This is an optimization exercise on Yosys and OpenROAD, whose aim is small area, not a production implementation.
In this exercise RTL edits were held to simulation tests only and were not proved equivalent to the original.
No driver is modelled on the clock port, so clock power and skew are understated where the tree is cut down; a real chip needs a root buffer or a tree.
Power is estimated from default activity; no workload was simulated.

== try-delta ==
Design cosim_top, start of the top module:
module cosim_top #(
    parameter int FAILS_TO_DOWN = 4,       
    parameter int PASSES_TO_UP = 8,        
    parameter int LFSR_SEED = 32'hDEADBEEF,  
    parameter int CNT_WIDTH = 16           
)(
    input  logic        clk,
    input  logic        rst_n,
    input  logic        valid,             
    input  logic [15:0] crc_fail_prob,     
    input  logic [31:0] lfsr_seed,         
    output logic        link_up,
    output logic        crc_fail,          
    output logic [CNT_WIDTH-1:0] total_frames,
    output logic [CNT_WIDTH-1:0] total_crc_fails,
    output logic [CNT_WIDTH-1:0] consec_fails,
    output logic [CNT_WIDTH-1:0] consec_passes,
    output logic [31:0] lfsr_state         
);
Size in the first run: about 410 cells after synthesis, about 150 I/O pins.
export LEC_CHECK = 0
export CAP_MARGIN = 20
export CORE_MARGIN = 2
export CORE_UTILIZATION = 65
export GPL_TIMING_DRIVEN = 0
export PLACE_DENSITY = 0.75
export SETUP_SLACK_MARGIN = 0.15
export SLEW_MARGIN = 20
create_clock -name core_clock -period 4.0 [get_ports {clk}]
standard.sh (not shown) runs the stock make flow with config.mk's settings and CLKGATE_MAP_FILE= SYNTH_SCRIPT=/design/flow/synth_recipe.tcl, a recipe that flattens the netlist after the stock synthesis.
==> flow/flow/run.sh <==
#!/bin/bash
# Layout flow: the standard ORFS flow (standard.sh) with
#  - the synthesis script flow/synth.tcl (area-oriented combinational mapping),
#  - port buffers of the smallest buffer cell,
#  - a hand-built one-level clock tree (flow/cts.tcl) in place of ORFS's CTS.
set -o pipefail
here=$(pwd)
sed "s#SYNTH_SCRIPT=[^ ]*#SYNTH_SCRIPT=$here/flow/synth.tcl#" standard.sh > my_standard.sh
export BUFFER_PORTS_ARGS="-buffer_cell sky130_fd_sc_hd__buf_1"
bash my_standard.sh place > flow_place.log 2>&1 || exit 1
R=$here/orfs/results/sky130hd/cosim_top/base
PLATFORM_DIR=$FLOW_HOME/platforms/sky130hd RESULTS_DIR=$R \
CTS_NBUF=3 CTS_CELL=sky130_fd_sc_hd__clkbuf_16 SETUP_SLACK_MARGIN=0.15 HOLD_SLACK_MARGIN=0 \
  openroad -no_init -exit flow/cts.tcl > cts.log 2>&1 || exit 1
cp $R/4_1_cts.odb $R/4_cts.odb
touch $R/4_cts.sdc
bash my_standard.sh finish > flow_finish.log 2>&1
==> flow/flow/abc_area.script <==
&get -n
&st
&deepsyn -T 20 -S 3
&b -d
&b
&dch -f
&nf -p -a
&put
==> flow/flow/cts.tcl <==
# Clock tree built by hand, in place of ORFS's CTS step (4_1_cts).
# The clock port drives NBUF clock buffers directly; each buffer sits at the
# centre of a k-means cluster of flip-flops and drives that cluster, so every
# flip-flop gets its clock through exactly one buffer of the same kind.
# Then the same timing repair and detailed placement as ORFS's cts.tcl.
set P $::env(PLATFORM_DIR)
set R $::env(RESULTS_DIR)
read_lef $P/lef/sky130_fd_sc_hd.tlef
read_lef $P/lef/sky130_fd_sc_hd_merged.lef
read_liberty $P/lib/sky130_fd_sc_hd__tt_025C_1v80.lib
read_db $R/3_place.odb
read_sdc $R/3_place.sdc
source $P/setRC.tcl
set_dont_use {sky130_fd_sc_hd__probe_p_8 sky130_fd_sc_hd__probec_p_8 sky130_fd_sc_hd__lpflow_*}
set nbuf $::env(CTS_NBUF)
set bufcell $::env(CTS_CELL)
set block [ord::get_db_block]
set clknet [$block findNet clk]
set sinks {}
foreach it [$clknet getITerms] {
  set inst [$it getInst]
  if {[[$inst getMaster] isSequential]} {
    set bb [$inst getBBox]
    lappend sinks [list $it [expr {([$bb xMin]+[$bb xMax])/2.0}] [expr {([$bb yMin]+[$bb yMax])/2.0}]]
  }
}
puts "clock sinks: [llength $sinks]"
set sorted [lsort -real -index 1 $sinks]
set n [llength $sorted]
set cents {}
for {set k 0} {$k < $nbuf} {incr k} {
  set s [lindex $sorted [expr {int(($k+0.5)*$n/$nbuf)}]]
  lappend cents [list [lindex $s 1] [lindex $s 2]]
}
# k-means with a capacity per cluster, so that no buffer drives many more
# flip-flops than the others: each round assigns sink/cluster pairs in order
# of distance, skipping full clusters.
set cap [expr {int(ceil(1.08 * $n / $nbuf))}]
for {set iter 0} {$iter < 60} {incr iter} {
  set pairs {}
  set si 0
  foreach s $sinks {
    for {set k 0} {$k < $nbuf} {incr k} {
      set c [lindex $cents $k]
      lappend pairs [list [expr {abs([lindex $s 1]-[lindex $c 0]) + abs([lindex $s 2]-[lindex $c 1])}] $si $k]
    }
    incr si
  }
  set pairs [lsort -real -index 0 $pairs]
  set assign [lrepeat $n -1]
  set count [lrepeat $nbuf 0]
  foreach pr $pairs {
    lassign $pr d si k
    if {[lindex $assign $si] >= 0 || [lindex $count $k] >= $cap} continue
    lset assign $si $k
    lset count $k [expr {[lindex $count $k] + 1}]
  }
  set sums {}
  for {set k 0} {$k < $nbuf} {incr k} { lappend sums {0 0 0} }
  foreach s $sinks a $assign {
    set o [lindex $sums $a]
    lset sums $a [list [expr {[lindex $o 0]+[lindex $s 1]}] [expr {[lindex $o 1]+[lindex $s 2]}] [expr {[lindex $o 2]+1}]]
  }
  for {set k 0} {$k < $nbuf} {incr k} {
    set o [lindex $sums $k]
    if {[lindex $o 2] > 0} { lset cents $k [list [expr {[lindex $o 0]/[lindex $o 2]}] [expr {[lindex $o 1]/[lindex $o 2]}]] }
  }
}
set master [[ord::get_db] findMaster $bufcell]
for {set k 0} {$k < $nbuf} {incr k} {
  set inst [odb::dbInst_create $block $master "clkbuf_leaf_$k"]
  set net [odb::dbNet_create $block "clknet_leaf_$k"]
  $net setSigType CLOCK
  set c [lindex $cents $k]
  $inst setLocation [expr {int([lindex $c 0])}] [expr {int([lindex $c 1])}]
  $inst setPlacementStatus PLACED
  [$inst findITerm A] connect $clknet
  [$inst findITerm X] connect $net
  set cnt 0
  foreach s $sinks a $assign {
    if {$a == $k} { set it [lindex $s 0]; $it disconnect; $it connect $net; incr cnt }
  }
  puts "clock buffer $k ($bufcell) at $c drives $cnt flip-flops"
}
set_placement_padding -global -left 0 -right 0
detailed_placement
set_propagated_clock [all_clocks]
estimate_parasitics -placement
report_clock_skew
set mx 0
foreach p [get_pins -hier */CLK] { set s [get_property $p slew_max]; if {$s > $mx} {set mx $s} }
puts "largest flip-flop clock slew (placement estimate): $mx"
repair_timing -setup_margin $::env(SETUP_SLACK_MARGIN) -hold_margin $::env(HOLD_SLACK_MARGIN) -repair_tns 100 -verbose
detailed_placement
check_placement -verbose
report_worst_slack -max
report_worst_slack -min
write_db $R/4_1_cts.odb
write_sdc $R/4_cts.sdc
Other scripts of this flow, unchanged in this note and not shown: flow/flow/synth.tcl
Looking at the reports, try-delta completed the entire flow and the layout it produced met the timing, design-rule and antenna checks.
Inputs modified between try-delta and try-onyx:
diff --git a/flow/config.mk b/flow/config.mk
--- a/flow/config.mk
+++ b/flow/config.mk
@@ -10 +10 @@
-export CORE_UTILIZATION = 65
+export CORE_UTILIZATION = 80
@@ -12 +12 @@
-export PLACE_DENSITY = 0.75
+export PLACE_DENSITY = 0.88
[summary]
try-onyx did not finish: a tool error stopped it during global placement (3_3_place_gp).
Register bit count reported by yosys: try-onyx vs try-delta identical
The count of cell types in the netlist on try-onyx is in line with that on try-delta.
Going from try-delta to try-onyx, post-synthesis async set-or-reset flop share has remained practically unchanged; total nets after synthesis has remained practically unchanged; average instance area after synthesis has remained practically unchanged; area after synthesis has remained practically unchanged.
try-onyx ended with less standard-cell row count than try-delta.
| vertical extent of the die | try-onyx vs try-delta | about 9% lower |
In try-onyx the width of the die turned out about 9% lower than in try-delta.
Inputs modified between try-onyx and try-xenon:
==> flow/flow/abc_area.script <==
&get -n
&st
&deepsyn -T 20 -S 7
&b
&dch -f
&nf -p -a
&put
diff --git a/flow/flow/cts.tcl b/flow/flow/cts.tcl
--- a/flow/flow/cts.tcl
+++ b/flow/flow/cts.tcl
@@ -35,7 +35,4 @@
-# k-means with a capacity per cluster, so that no buffer drives many more
-# flip-flops than the others: each round assigns sink/cluster pairs in order
-# of distance, skipping full clusters.
-set cap [expr {int(ceil(1.08 * $n / $nbuf))}]
-for {set iter 0} {$iter < 60} {incr iter} {
-  set pairs {}
-  set si 0
+for {set iter 0} {$iter < 100} {incr iter} {
+  set sums {}
+  for {set k 0} {$k < $nbuf} {incr k} { lappend sums {0 0 0} }
+  set assign {}
@@ -42,0 +40 @@
+    set best -1; set bd 1e30
@@ -45 +43,2 @@
-      lappend pairs [list [expr {abs([lindex $s 1]-[lindex $c 0]) + abs([lindex $s 2]-[lindex $c 1])}] $si $k]
+      set d [expr {abs([lindex $s 1]-[lindex $c 0]) + abs([lindex $s 2]-[lindex $c 1])}]
+      if {$d < $bd} {set bd $d; set best $k}
@@ -47,16 +46,3 @@
-    incr si
-  }
-  set pairs [lsort -real -index 0 $pairs]
-  set assign [lrepeat $n -1]
-  set count [lrepeat $nbuf 0]
-  foreach pr $pairs {
-    lassign $pr d si k
-    if {[lindex $assign $si] >= 0 || [lindex $count $k] >= $cap} continue
-    lset assign $si $k
-    lset count $k [expr {[lindex $count $k] + 1}]
-  }
-  set sums {}
-  for {set k 0} {$k < $nbuf} {incr k} { lappend sums {0 0 0} }
-  foreach s $sinks a $assign {
-    set o [lindex $sums $a]
-    lset sums $a [list [expr {[lindex $o 0]+[lindex $s 1]}] [expr {[lindex $o 1]+[lindex $s 2]}] [expr {[lindex $o 2]+1}]]
+    lappend assign $best
+    set o [lindex $sums $best]
+    lset sums $best [list [expr {[lindex $o 0]+[lindex $s 1]}] [expr {[lindex $o 1]+[lindex $s 2]}] [expr {[lindex $o 2]+1}]]
diff --git a/flow/config.mk b/flow/config.mk
--- a/flow/config.mk
+++ b/flow/config.mk
@@ -10 +10 @@
-export CORE_UTILIZATION = 80
+export CORE_UTILIZATION = 65
@@ -12 +12 @@
-export PLACE_DENSITY = 0.88
+export PLACE_DENSITY = 0.75
==> comparison <==
The final layout from try-xenon, which completed every stage, passed the timing, design-rule and antenna checks at the end of the flow.
Lower cell count after synthesis was reported by try-xenon, not try-onyx.
Re net count after synthesis: try-xenon and try-onyx aren't equal, and the higher value belongs to try-onyx.
Summary of try-xenon over try-onyx: overall die width picked up an extra 10%; number of standard-cell rows in the floorplan picked up an extra about 9%; fraction of the mapped netlist area in compound gates picked up an extra 1.4 points; post-synthesis share of cell area spent on xor and xnor gates neither gained nor lost much; effective utilization at floorplan lost 14 points.
Higher synthesized area per cell was reported by try-xenon, not try-onyx.
Side by side, number of unique standard cell types used by synthesis turned out lower in try-xenon than in try-onyx.
Of try-xenon and try-onyx, try-onyx shows the lower die span in y, with try-xenon above it.
Mapped cell area: try-onyx vs try-xenon — no meaningful difference
The clock cells of try-delta and try-xenon come from the design's own scripts or RTL, not from TritonCTS.

---

The RTL this note starts from:
==> flow/design.v <==
module link_monitor #(
    parameter int FAILS_TO_DOWN = 4,   
    parameter int PASSES_TO_UP = 8,    
    parameter int CNT_WIDTH = 16       
)(
    input  logic        clk,
    input  logic        rst_n,
    input  logic        valid,         
    input  logic        fail,          
    output logic        link_up,       
    output logic        crc_fail,      
    output logic [CNT_WIDTH-1:0] total_frames,
    output logic [CNT_WIDTH-1:0] total_crc_fails,
    output logic [CNT_WIDTH-1:0] consec_fails,
    output logic [CNT_WIDTH-1:0] consec_passes
);
    logic [CNT_WIDTH-1:0] run_n;       
    logic [CNT_WIDTH-1:0] run;
    assign run = ~run_n;
    logic [CNT_WIDTH:0] tf_c, tcf_c, run_c;
    assign tf_c[0]  = valid;
    assign tcf_c[0] = valid & fail;
    assign run_c[0] = valid;
    for (genvar i = 0; i < CNT_WIDTH; i++) begin : g_carry
        assign tf_c[i+1]  = tf_c[i]  & total_frames[i];
        assign tcf_c[i+1] = tcf_c[i] & total_crc_fails[i];
        assign run_c[i+1] = run_c[i] & run[i];
    end
    logic restart;
    assign restart = valid & (fail ^ crc_fail);
    logic [CNT_WIDTH-1:0] run_next;
    assign run_next = restart ? CNT_WIDTH'(1) : run ^ run_c[CNT_WIDTH-1:0];
    logic go_down, go_up;
    assign go_down = fail &  crc_fail &  link_up & (run[1:0] == 2'(FAILS_TO_DOWN-1));
    assign go_up   = !fail & !crc_fail & !link_up & (run[2:0] == 3'(PASSES_TO_UP-1));
    always_ff @(posedge clk) begin
        if (!rst_n) begin
            link_up          <= 1'b1;
            crc_fail         <= 1'b0;
            total_frames     <= '0;
            total_crc_fails  <= '0;
            run_n            <= '1;
        end else begin
            total_frames    <= total_frames ^ tf_c[CNT_WIDTH-1:0];
            total_crc_fails <= total_crc_fails ^ tcf_c[CNT_WIDTH-1:0];
            run_n           <= ~run_next;
            crc_fail        <= valid ? fail : crc_fail;
            link_up         <= valid ? ((link_up & !go_down) | go_up) : link_up;
        end
    end
    assign consec_fails  = crc_fail ? run : '0;
    assign consec_passes = crc_fail ? '0 : run;
endmodule
module cosim_top #(
    parameter int FAILS_TO_DOWN = 4,       
    parameter int PASSES_TO_UP = 8,        
    parameter int LFSR_SEED = 32'hDEADBEEF,  
    parameter int CNT_WIDTH = 16           
)(
    input  logic        clk,
    input  logic        rst_n,
    input  logic        valid,             
    input  logic [15:0] crc_fail_prob,     
    input  logic [31:0] lfsr_seed,         
    output logic        link_up,
    output logic        crc_fail,          
    output logic [CNT_WIDTH-1:0] total_frames,
    output logic [CNT_WIDTH-1:0] total_crc_fails,
    output logic [CNT_WIDTH-1:0] consec_fails,
    output logic [CNT_WIDTH-1:0] consec_passes,
    output logic [31:0] lfsr_state         
);
    logic [31:0] lfsr_reg;
    logic [31:0] shifted;
    logic        load, shift, hold, load_default;
    assign shifted      = {lfsr_reg[30:0], lfsr_reg[31] ^ lfsr_reg[21] ^ lfsr_reg[1] ^ lfsr_reg[0]};
    assign load         = !rst_n;
    assign shift        = rst_n & valid;
    assign hold         = rst_n & !valid;
    assign load_default = load & (lfsr_seed == 32'd0);
    always_ff @(posedge clk)
        lfsr_reg <= (shifted & {32{shift}}) | (lfsr_reg & {32{hold}}) |
                    (lfsr_seed & {32{load}}) | (LFSR_SEED & {32{load_default}});
    assign lfsr_state = lfsr_reg;
    logic fail;
    assign fail = (lfsr_reg[31:16] < crc_fail_prob);
    link_monitor #(
        .FAILS_TO_DOWN(FAILS_TO_DOWN),
        .PASSES_TO_UP(PASSES_TO_UP),
        .CNT_WIDTH(CNT_WIDTH)
    ) u_link_monitor (
        .clk            (clk),
        .rst_n          (rst_n),
        .valid          (valid),
        .fail           (fail),
        .link_up        (link_up),
        .crc_fail       (crc_fail),
        .total_frames   (total_frames),
        .total_crc_fails(total_crc_fails),
        .consec_fails   (consec_fails),
        .consec_passes  (consec_passes)
    );
endmodule
Settings: LEC_CHECK=0, CAP_MARGIN=20, CORE_MARGIN=2, CORE_UTILIZATION=65, PLACE_DENSITY=0.75, SETUP_SLACK_MARGIN=0.15, SLEW_MARGIN=20; clock period 4.0 ns.
==> flow/flow/run.sh <==
#!/bin/bash
# Layout flow: the standard ORFS flow (standard.sh) with
#  - the synthesis script flow/synth.tcl (area-oriented combinational mapping),
#  - port buffers of the smallest buffer cell,
#  - a clock tree without dummy loads.
set -o pipefail
here=$(pwd)
sed "s#SYNTH_SCRIPT=[^ ]*#SYNTH_SCRIPT=$here/flow/synth.tcl#" standard.sh > my_standard.sh
export BUFFER_PORTS_ARGS="-buffer_cell sky130_fd_sc_hd__buf_1"
export CTS_ARGS="-sink_clustering_enable -repair_clock_nets -dont_use_dummy_load"
bash my_standard.sh > flow.log 2>&1
==> flow/flow/abc_area.script <==
&get -n
&st
&deepsyn -T 20 -S 7
&b
&dch -f
&nf -p -a
&put
==> flow/flow/synth.tcl <==
# Synthesis: the standard synthesis script (synth_recipe.tcl), with two
# changes to the combinational mapping only (registers are untouched):
#  - no half/full adder extraction, so ABC maps the counters itself;
#  - an area-oriented ABC script.
set flow_dir [file dirname [file normalize [info script]]]
proc extract_fa {args} { puts "extract_fa skipped" }
proc abc {args} {
  set i [lsearch $args -script]
  if {$i >= 0} { lset args [expr {$i+1}] $::flow_dir/abc_area.script }
  puts "abc $args"
  yosys abc {*}$args
}
source [file dirname $flow_dir]/synth_recipe.tcl
The first run finished clean.
Next try:
==> flow/flow/abc_area.script (replaced) <==
&get -n
&st
&dch -f
&nf -p -a
&put
topo
stime -c
Settings changed: CORE_UTILIZATION 65 to 40, PLACE_DENSITY 0.75 to not set, SETUP_SLACK_MARGIN 0.15 to not set.
Outcome:
- design area increases by 5.0%
- register-to-register slack gets better by 0.23 ns
- non-clock buffer count decreases by 6
- power increases by 1.5%
- clock skew increases by 0.0057 ns

static timing again, ports no longer ideal:
Ports are ideal in the flow. The routed layouts listed here were re-timed in OpenROAD. Step 1 sets driving cells, clkbuf_16 on the clock port and buf_2 on the other inputs (assumed; they add their load-dependent delay and slew). Step 2 times the ports against the registers' clock, not the clock port: input delays grow and output delays shrink by t, the midpoint of the rising clock arrivals with the driver on. Three values: ideal, step 1, step 2; two values: the first two.
run	shift t [ns]	setup slack, ns	worst setup path after step 2
try-delta	0.224	0.216 / 0.255 / 0.031	input to register
try-xenon	0.224	0.168 / 0.204 / -0.021	input to register
the first run of note 2	0.370	0.254 / 0.260 / -0.111	input to register
the second run of note 2	0.375	0.564 / 0.574 / 0.199	input to register
With both steps, setup timing fails in try-xenon and the first run of note 2, where it was met with ideal ports.
